This design comes from an exercise in tuning for small area on the open sky130 flow, not from production work.
In this exercise RTL edits were held to simulation tests only and were not proved equivalent to the original.
No driver is modelled on the clock port, so clock power and skew are understated where the tree is cut down; a real chip needs a root buffer or a tree.
Power is estimated from default activity; no workload was simulated.

==> inputs of run a <==
==> flow/design.v <==
module space_invaders_vga (
  input         clk,
  input         rst_n,
  input  [3:1]  key,
  input  [17:0] sw,
  output        vga_clk,
  output        vga_hs,
  output        vga_vs,
  output        vga_blank_n,
  output        vga_sync_n,
  output [7:0]  vga_r,
  output [7:0]  vga_g,
  output [7:0]  vga_b,
  output        led_done,
  output [14:0] fb0_addr,
  output [23:0] fb0_wdata,
  output        fb0_wren,
  input  [23:0] fb0_rdata,
  output [14:0] fb1_addr,
  output [23:0] fb1_wdata,
  output        fb1_wren,
  input  [23:0] fb1_rdata
);
reg       vclk;
reg [9:0] x;    
reg [9:0] y;    
wire x_end = x[9] & x[8] & (&x[4:0]);    
wire y_end = y[9] & y[3] & y[2];          
always @(posedge clk or negedge rst_n)
	if (!rst_n) begin
		vclk <= 1'b0;
		x <= 10'd0;
		y <= 10'd0;
	end else begin
		vclk <= ~vclk;
		if (!vclk) begin
			if (x_end) begin
				x <= 10'd0;
				y <= y_end ? 10'd0 : y + 1'b1;
			end else
				x <= x + 1'b1;
		end
	end
wire x_act = ~(x[9] & (x[8] | x[7]));                 
wire y_act = ~(y[9] | (y[8] & y[7] & y[6] & y[5]));   
assign vga_clk     = vclk;
assign vga_hs      = ~((x >= 10'd655) && (x < 10'd751));
assign vga_vs      = ~(~y[9] & (y[8:4] == 5'b11110) & y[3] & ~y[2] & (y[1] ^ y[0]));  
assign vga_blank_n = x_act & y_act;
assign vga_sync_n  = 1'b1;
assign led_done    = 1'b0;
wire fd = y[9] | (y[8] & y[7] & y[6] & (y[5] | (&y[4:0])));
wire y479 = ~y[9] & (y[8:5] == 4'b1110) & (&y[4:0]);
wire x0 = (x == 10'd0);
wire istart = y479 & x0 & ~vclk;    
reg first;    
wire [10:0] sw_in = {sw[17:14], sw[6:0]};
wire [10:0] db;
genvar gi;
generate for (gi = 0; gi < 11; gi = gi + 1) begin : dbs
	reg       lvl;
	reg [6:0] c;
	wire eq   = sw_in[gi] ^ lvl;
	wire term = ~(c[6] | c[4] | c[2] | c[1] | c[0]);    
	wire jt   = ~(c[6] | c[3] | c[2] | c[1] | c[0]);    
	wire gate = eq & ~first;
	always @(posedge clk)
		c <= gate ? {c[5:2], c[1], c[0] | jt, c[6] ^ c[5]} : 7'd17;
	always @(posedge clk or negedge rst_n)
		if (!rst_n)
			lvl <= 1'b0;
		else if (gate & term)
			lvl <= ~lvl;
	assign db[gi] = lvl ^ jt;
end endgenerate
wire        db17 = db[10];
wire [2:0]  dbc  = db[9:7];
wire [6:0]  dby  = db[6:0];
reg       started;
reg [9:0] px;
wire hi = px[9] & px[6] & px[5] & px[4] & (px[1] | px[2]);
wire lo = ~|px[9:5] & (~px[4] | (~px[3] & ~(px[2] & px[0])));
wire kl = key[3], kr = key[1];
wire [9:0] psum = px + (kr ? 10'd6 : 10'h3FA);
reg  [9:0] pn;
always @(*) begin
	if (kl & ~kr & lo)
		pn = 10'd15;
	else if (~kl & hi)
		pn = 10'd625;
	else if (kl ^ kr)
		pn = psum;
	else
		pn = px;
end
always @(posedge clk or negedge rst_n)
	if (!rst_n) begin
		started <= 1'b0;
		px <= 10'd320;
	end else begin
		if (!started)
			started <= key[2];
		else
			px <= pn;
	end
reg        w2m_init;
reg        rfm;       
reg        sel;       
reg        fd_d;
reg        wren;
reg [2:0]  wd;
reg [14:0] waddr;
reg [14:0] raddr;
wire rfm_s   = rfm | istart;
wire drawing = rfm & ~fd_d;
wire cnt_end = raddr[14] & raddr[11] & raddr[9] & raddr[8];   
wire inc     = wren & vclk & ~cnt_end;
wire [11:0] px15 = {px[7:0], 4'b0} - {2'b0, px};
wire [14:0] pa = {px15 + {8'd0, dby[6:3]}, dby[2:0]};
wire [14:0] radd = raddr + (rfm ? 15'd120 : 15'd1);
wire zero = first | (istart & ~rfm);
wire ld   = rfm & ~fd & x0;
wire step = rfm ? (~fd & x_act & (x[1:0] == 2'b00) & vclk) : inc;
always @(posedge clk or negedge rst_n)
	if (!rst_n) begin
		first <= 1'b1;
		w2m_init <= 1'b0;
		rfm <= 1'b0;
		sel <= 1'b0;
		wren <= 1'b0;
		wd <= 3'd0;
	end else begin
		first <= 1'b0;
		w2m_init <= first & ~key[1];
		rfm <= rfm_s;
		if (istart & rfm)
			sel <= ~sel;
		if (rfm_s) begin
			wren <= drawing & db17;
			wd <= dbc;
		end else begin
			wren <= w2m_init | (wren & ~(vclk & cnt_end));
			if (inc)
				wd <= 3'b111;
		end
	end
always @(posedge clk) begin
	fd_d <= fd;
	if (drawing & db17)
		waddr <= pa;
	else if (istart & ~rfm)
		waddr <= raddr;
	if (zero)
		raddr <= 15'd0;
	else if (ld)
		raddr <= {8'd0, y[8:2]};
	else if (step)
		raddr <= radd;
end
wire rd0 = rfm & ~sel;    
wire rd1 = rfm & sel;     
assign fb0_addr  = rd1 ? waddr : raddr;
assign fb1_addr  = rd0 ? waddr : raddr;
assign fb0_wdata = {{8{wd[2]}}, {8{wd[1]}}, {8{wd[0]}}};
assign fb1_wdata = fb0_wdata;
assign fb0_wren  = wren & ~rd0;
assign fb1_wren  = wren & ~rd1;
wire [23:0] q = rd0 ? fb0_rdata : fb1_rdata;
assign {vga_r, vga_g, vga_b} = rfm_s ? q : 24'hFFFFFF;
endmodule
==> flow/flow/run.sh <==
#!/bin/bash
# Layout flow: the standard ORFS flow, with
#  - synthesis mapped by an area-oriented ABC script, without Yosys's
#    full-adder extraction (the registers are those of the standard synthesis);
#  - the smallest buffer (buf_1) on every input and output port;
#  - clock tree synthesis with clkbuf_8 only and without dummy loads.
# Each step's full output goes to a log file in the work folder.
set -euo pipefail
W=$(pwd)
S=$W/scripts
rm -rf "$S"
cp -r "$FLOW_HOME/scripts" "$S"
cp "$W/flow/abc_area.script" "$S/abc_area.script"
export BUFFER_PORTS_ARGS="-buffer_cell sky130_fd_sc_hd__buf_1"
export CTS_ARGS="${CTS_ARGS_OVERRIDE:--sink_clustering_enable -repair_clock_nets -dont_use_dummy_load -buf_list sky130_fd_sc_hd__clkbuf_8}"
V=(SCRIPTS_DIR=$S ABC_AREA=1 ADDER_MAP_FILE=)
bash standard.sh synth "${V[@]}" > "$W/log_1_synth.txt" 2>&1
bash standard.sh floorplan "${V[@]}" > "$W/log_2_floorplan.txt" 2>&1
bash standard.sh place "${V[@]}" > "$W/log_3_place.txt" 2>&1
bash standard.sh cts "${V[@]}" > "$W/log_4_cts.txt" 2>&1
bash standard.sh route "${V[@]}" > "$W/log_5_route.txt" 2>&1
bash standard.sh finish "${V[@]}" > "$W/log_6_finish.txt" 2>&1
==> flow/flow/abc_area.script <==
strash
&get -n
&st
&dch
&nf -a -R 1000
&put
==> flow/standard.sh <==
#!/bin/bash
# synth_recipe.tcl (not shown) runs the flow's synth.tcl, then flattens the netlist and writes it again
# the make line also repeats each setting of config.mk as NAME=value (left out here)
make -C /OpenROAD-flow-scripts/flow DESIGN_CONFIG=/design/flow/config.mk WORK_HOME=/design/flow/orfs CLKGATE_MAP_FILE= SYNTH_SCRIPT=/design/flow/synth_recipe.tcl "${@:-finish}"
==> flow/config.mk <==
export PLATFORM = sky130hd
export DESIGN_NAME = space_invaders_vga
export DESIGN_NICKNAME = space_invaders_vga
export VERILOG_FILES = /design/flow/design.v
export SDC_FILE = /design/flow/constraint.sdc
export NUM_CORES = 4
export LEC_CHECK = 0
export CAP_MARGIN = 20
export CORE_MARGIN = 2
export CORE_UTILIZATION = 40
export PLACE_DENSITY = 0.6
export SLEW_MARGIN = 20
==> flow/constraint.sdc <==
create_clock -name core_clock -period 20.0 [get_ports {clk}]
set_input_delay 4.0000 -clock core_clock [delete_from_list [all_inputs] [get_ports {clk}]]
set_output_delay 4.0000 -clock core_clock [all_outputs]
set_load 0.01 [all_outputs]
==> run b: changes against run a <==
--- a/flow/design.v
+++ b/flow/design.v
@@ -62,5 +62,4 @@
 	reg [6:0] c;
-	wire eq   = sw_in[gi] ^ lvl;
-	wire term = ~(c[6] | c[4] | c[2] | c[1] | c[0]);    
 	wire jt   = ~(c[6] | c[3] | c[2] | c[1] | c[0]);    
+	wire eq   = sw_in[gi] ^ lvl ^ jt;                   
 	wire gate = eq & ~first;
@@ -68,8 +67,5 @@
 		c <= gate ? {c[5:2], c[1], c[0] | jt, c[6] ^ c[5]} : 7'd17;
-	always @(posedge clk or negedge rst_n)
-		if (!rst_n)
-			lvl <= 1'b0;
-		else if (gate & term)
-			lvl <= ~lvl;
-	assign db[gi] = lvl ^ jt;
+	always @(posedge clk)
+		lvl <= (lvl ^ jt) & ~first;
+	assign db[gi] = lvl;
 end endgenerate
@@ -96,11 +92,11 @@
 always @(posedge clk or negedge rst_n)
-	if (!rst_n) begin
+	if (!rst_n)
 		started <= 1'b0;
+	else if (!started)
+		started <= key[2];
+always @(posedge clk)
+	if (first)
 		px <= 10'd320;
-	end else begin
-		if (!started)
-			started <= key[2];
-		else
-			px <= pn;
-	end
+	else if (started)
+		px <= pn;
 reg        w2m_init;
@@ -128,5 +124,3 @@
 		rfm <= 1'b0;
-		sel <= 1'b0;
 		wren <= 1'b0;
-		wd <= 3'd0;
 	end else begin
@@ -135,14 +129,13 @@
 		rfm <= rfm_s;
-		if (istart & rfm)
-			sel <= ~sel;
-		if (rfm_s) begin
+		if (rfm_s)
 			wren <= drawing & db17;
-			wd <= dbc;
-		end else begin
+		else
 			wren <= w2m_init | (wren & ~(vclk & cnt_end));
-			if (inc)
-				wd <= 3'b111;
-		end
 	end
 always @(posedge clk) begin
+	sel <= (sel ^ (istart & rfm)) & ~first;
+	if (rfm_s)
+		wd <= dbc;
+	else
+		wd <= {3{inc}} | (wd & {3{~first}});
 	fd_d <= fd;
@@ -167,4 +160,5 @@
 assign fb1_wren  = wren & ~rd1;
-wire [23:0] q = rd0 ? fb0_rdata : fb1_rdata;
-assign {vga_r, vga_g, vga_b} = rfm_s ? q : 24'hFFFFFF;
+wire show0 = rfm_s & rd0;
+wire show1 = rfm_s & ~rd0;
+assign {vga_r, vga_g, vga_b} = (fb0_rdata | {24{~show0}}) & (fb1_rdata | {24{~show1}});
 endmodule
--- a/flow/flow/run.sh
+++ b/flow/flow/run.sh
@@ -2,6 +2,9 @@
 # Layout flow: the standard ORFS flow, with
-#  - synthesis mapped by an area-oriented ABC script, without Yosys's
+#  - synthesis mapped by an area-oriented ABC script (deepsyn, then amap),
+#    without Yosys's
 #    full-adder extraction (the registers are those of the standard synthesis);
 #  - the smallest buffer (buf_1) on every input and output port;
-#  - clock tree synthesis with clkbuf_8 only and without dummy loads.
+#  - a clock tree built by hand (flow/cts_tree.tcl): a root and six leaf
+#    clkbuf_16 buffers,
+#    each driving one cluster of flip-flops, in place of clock_tree_synthesis.
 # Each step's full output goes to a log file in the work folder.
@@ -13,4 +16,5 @@
 cp "$W/flow/abc_area.script" "$S/abc_area.script"
+sed -i "s|^log_cmd clock_tree_synthesis .*|source $W/flow/cts_tree.tcl|" "$S/cts.tcl"
+grep -q "cts_tree.tcl" "$S/cts.tcl"
 export BUFFER_PORTS_ARGS="-buffer_cell sky130_fd_sc_hd__buf_1"
-export CTS_ARGS="${CTS_ARGS_OVERRIDE:--sink_clustering_enable -repair_clock_nets -dont_use_dummy_load -buf_list sky130_fd_sc_hd__clkbuf_8}"
 V=(SCRIPTS_DIR=$S ABC_AREA=1 ADDER_MAP_FILE=)
==> flow/flow/abc_area.script (replaced) <==
strash
&get -n
&st
&deepsyn -T 120
&put
dch
amap
==> flow/flow/cts_tree.tcl (new file) <==
# A two-level clock tree built by hand, in place of clock_tree_synthesis:
# the clock port drives a root clkbuf_16, which drives NLEAF (6) clkbuf_16
# buffers, each placed at the centre of
# a cluster of flip-flops (k-means with equal-sized clusters, on their placed
# positions) and driving the
# clock pins of that cluster. Every flip-flop is two buffers away from the port.
set nleaf [expr {[info exists ::env(CTS_NLEAF)] ? $::env(CTS_NLEAF) : 6}]
set block [ord::get_db_block]
set clknet [$block findNet clk]
set sinks {}
foreach it [$clknet getITerms] {
  if {[$it isInputSignal] || [[$it getMTerm] getSigType] eq "CLOCK" || [$it isInput]} {
    set b [[$it getInst] getBBox]
    lappend sinks [list $it [expr {([$b xMin] + [$b xMax]) / 2.0}] [expr {([$b yMin] + [$b yMax]) / 2.0}]]
  }
}
set n [llength $sinks]
puts "manual CTS: $n sinks, $nleaf leaf buffers"
# k-means, seeded by sorting on x then y
set sorted [lsort -real -index 1 $sinks]
set cx {}; set cy {}
for {set k 0} {$k < $nleaf} {incr k} {
  set s [lindex $sorted [expr {int(($k + 0.5) * $n / $nleaf)}]]
  lappend cx [lindex $s 1]; lappend cy [lindex $s 2]
}
# k-means with a capacity: no cluster gets more than cap sinks. Each round
# assigns the sinks in order of how much they lose by not getting their
# nearest centre, each to the nearest centre that still has room.
set cap [expr {int(ceil(double($n) / $nleaf)) + 1}]
for {set iter 0} {$iter < 50} {incr iter} {
  set order {}
  set i 0
  foreach s $sinks {
    set ds {}
    for {set k 0} {$k < $nleaf} {incr k} {
      lappend ds [list $k [expr {abs([lindex $s 1] - [lindex $cx $k]) + abs([lindex $s 2] - [lindex $cy $k])}]]
    }
    set ds [lsort -real -index 1 $ds]
    set regret [expr {[lindex $ds 1 1] - [lindex $ds 0 1]}]
    lappend order [list $i $regret $ds]
    incr i
  }
  set order [lsort -real -decreasing -index 1 $order]
  set cnt [lrepeat $nleaf 0]
  set assign [lrepeat $n 0]
  foreach o $order {
    foreach kd [lindex $o 2] {
      set k [lindex $kd 0]
      if {[lindex $cnt $k] < $cap} {
        lset assign [lindex $o 0] $k
        lset cnt $k [expr {[lindex $cnt $k] + 1}]
        break
      }
    }
  }
  set sx [lrepeat $nleaf 0.0]; set sy [lrepeat $nleaf 0.0]
  set i 0
  foreach s $sinks {
    set k [lindex $assign $i]
    lset sx $k [expr {[lindex $sx $k] + [lindex $s 1]}]
    lset sy $k [expr {[lindex $sy $k] + [lindex $s 2]}]
    incr i
  }
  for {set k 0} {$k < $nleaf} {incr k} {
    if {[lindex $cnt $k] > 0} {
      lset cx $k [expr {[lindex $sx $k] / [lindex $cnt $k]}]
      lset cy $k [expr {[lindex $sy $k] / [lindex $cnt $k]}]
    }
  }
}
puts "manual CTS: cluster sizes $cnt"
set leafcell [expr {[info exists ::env(CTS_LEAF)] ? $::env(CTS_LEAF) : "sky130_fd_sc_hd__clkbuf_16"}]
set master [[ord::get_db] findMaster $leafcell]
set bufs {}
set leafs {}
for {set k 0} {$k < $nleaf} {incr k} {
  set inst [odb::dbInst_create $block $master "clkbuf_leaf_$k"]
  set w [$master getWidth]; set h [$master getHeight]
  $inst setLocation [expr {int([lindex $cx $k] - $w / 2)}] [expr {int([lindex $cy $k] - $h / 2)}]
  $inst setPlacementStatus PLACED
  set net [odb::dbNet_create $block "clknet_leaf_$k"]
  $net setSigType CLOCK
  [$inst findITerm A] connect $clknet
  [$inst findITerm X] connect $net
  lappend bufs $net
  lappend leafs $inst
}
if {$nleaf > 4} {
  set rmaster [[ord::get_db] findMaster [expr {[info exists ::env(CTS_ROOT)] ? $::env(CTS_ROOT) : "sky130_fd_sc_hd__clkbuf_16"}]]
  set root [odb::dbInst_create $block $rmaster "clkbuf_root"]
  set sx 0.0; set sy 0.0
  for {set k 0} {$k < $nleaf} {incr k} { set sx [expr {$sx + [lindex $cx $k]}]; set sy [expr {$sy + [lindex $cy $k]}] }
  $root setLocation [expr {int($sx / $nleaf)}] [expr {int($sy / $nleaf)}]
  $root setPlacementStatus PLACED
  set rnet [odb::dbNet_create $block "clknet_root"]
  $rnet setSigType CLOCK
  for {set k 0} {$k < $nleaf} {incr k} {
    set it [[lindex $leafs $k] findITerm A]
    $it disconnect
    $it connect $rnet
  }
  [$root findITerm A] connect $clknet
  [$root findITerm X] connect $rnet
}
set i 0
foreach s $sinks {
  set it [lindex $s 0]
  set k [lindex $assign $i]
  $it disconnect
  $it connect [lindex $bufs $k]
  incr i
}
$clknet setSigType CLOCK
--- a/flow/config.mk
+++ b/flow/config.mk
@@ -9,4 +9,4 @@
 export CORE_MARGIN = 2
-export CORE_UTILIZATION = 40
-export PLACE_DENSITY = 0.6
+export CORE_UTILIZATION = 65
+export PLACE_DENSITY = 0.75
 export SLEW_MARGIN = 20
==> run c: changes against run a <==
==> flow/run.sh (new file) <==
#!/bin/bash
# synth_recipe.tcl (not shown) runs the flow's synth.tcl, then flattens the netlist and writes it again
# the make line also repeats each setting of config.mk as NAME=value (left out here)
make -C /OpenROAD-flow-scripts/flow DESIGN_CONFIG=/design/flow/config.mk WORK_HOME=/design/flow/orfs CLKGATE_MAP_FILE= SYNTH_SCRIPT=/design/flow/synth_recipe.tcl finish
removed: flow/flow/run.sh
removed: flow/flow/abc_area.script
removed: flow/standard.sh
==> comparison table <==
metric                                                                   run b                    run a                    run c
Status                                                 complete, no violations  complete, no violations  complete, no violations
Most frequent CP cell                                                    buf_1                    buf_1          clkdlybuf4s50_1
Final min period                                                      8.461 ns                 8.503 ns                 9.404 ns
Number of H-tree branching levels                                            -                        4                        4
Number of detailed-route iterations in the first pass                        5                        4                        5
Syn Std Cell Area                                                    6899 um^2                7762 um^2                8347 um^2
Dpl cell area                                                        7392 um^2                8442 um^2                9941 um^2
Slew HR                                                                 27.79%                   31.30%                   48.07%
Power of the combinational group                                     0.0903 mW                 0.289 mW                 0.323 mW
Share of cell area taken by multi-input logic gates                     36.11%                   43.34%                   39.93%
Share of layout cells above drive strength 1                            1.273%                   2.944%                   9.293%
Sequential Power Share                                                   60.1%                    48.8%                    40.6%
Proportion of synthesized area in mux cells                                 0%                   2.466%                   6.161%
Number of core rows                                                         37                       50                       52
In run b the design's own scripts or RTL, not TritonCTS, make the clock network.

port drivers added, routing unchanged:
Ports are ideal in the flow. The routed layouts listed here were re-timed in OpenROAD. Step 1 sets driving cells, clkbuf_16 on the clock port and buf_2 on the other inputs (assumed; they add their load-dependent delay and slew). Step 2 also shifts input and output timing later by t, the mid clock arrival at the registers, as if the neighbouring blocks saw the same clock. Slacks: no drivers / after step 1 / after step 2; pairs: no drivers / after step 1.
| run | t, ns | setup WS [ns] | hold slack, ns | worst setup path after step 2 | cell pins on the clock port's net |
|---|---|---|---|---|---|
| run a | 0.464 | 11.497 / 11.474 / 11.474 | 0.438 / 0.438 / 0.438 | input to output | 1 |
| run b | 0.391 | 11.539 / 11.504 / 11.504 | 0.443 / 0.443 / 0.443 | input to output | 1 |
| run c | 0.465 | 10.596 / 10.568 / 10.568 | 0.447 / 0.447 / 0.447 | input to output | 1 |
After both steps every run listed still meets setup and hold. For run b, which loses most, drivers alone change the setup slack by -0.035 ns; drivers and shift together by -0.035 ns.
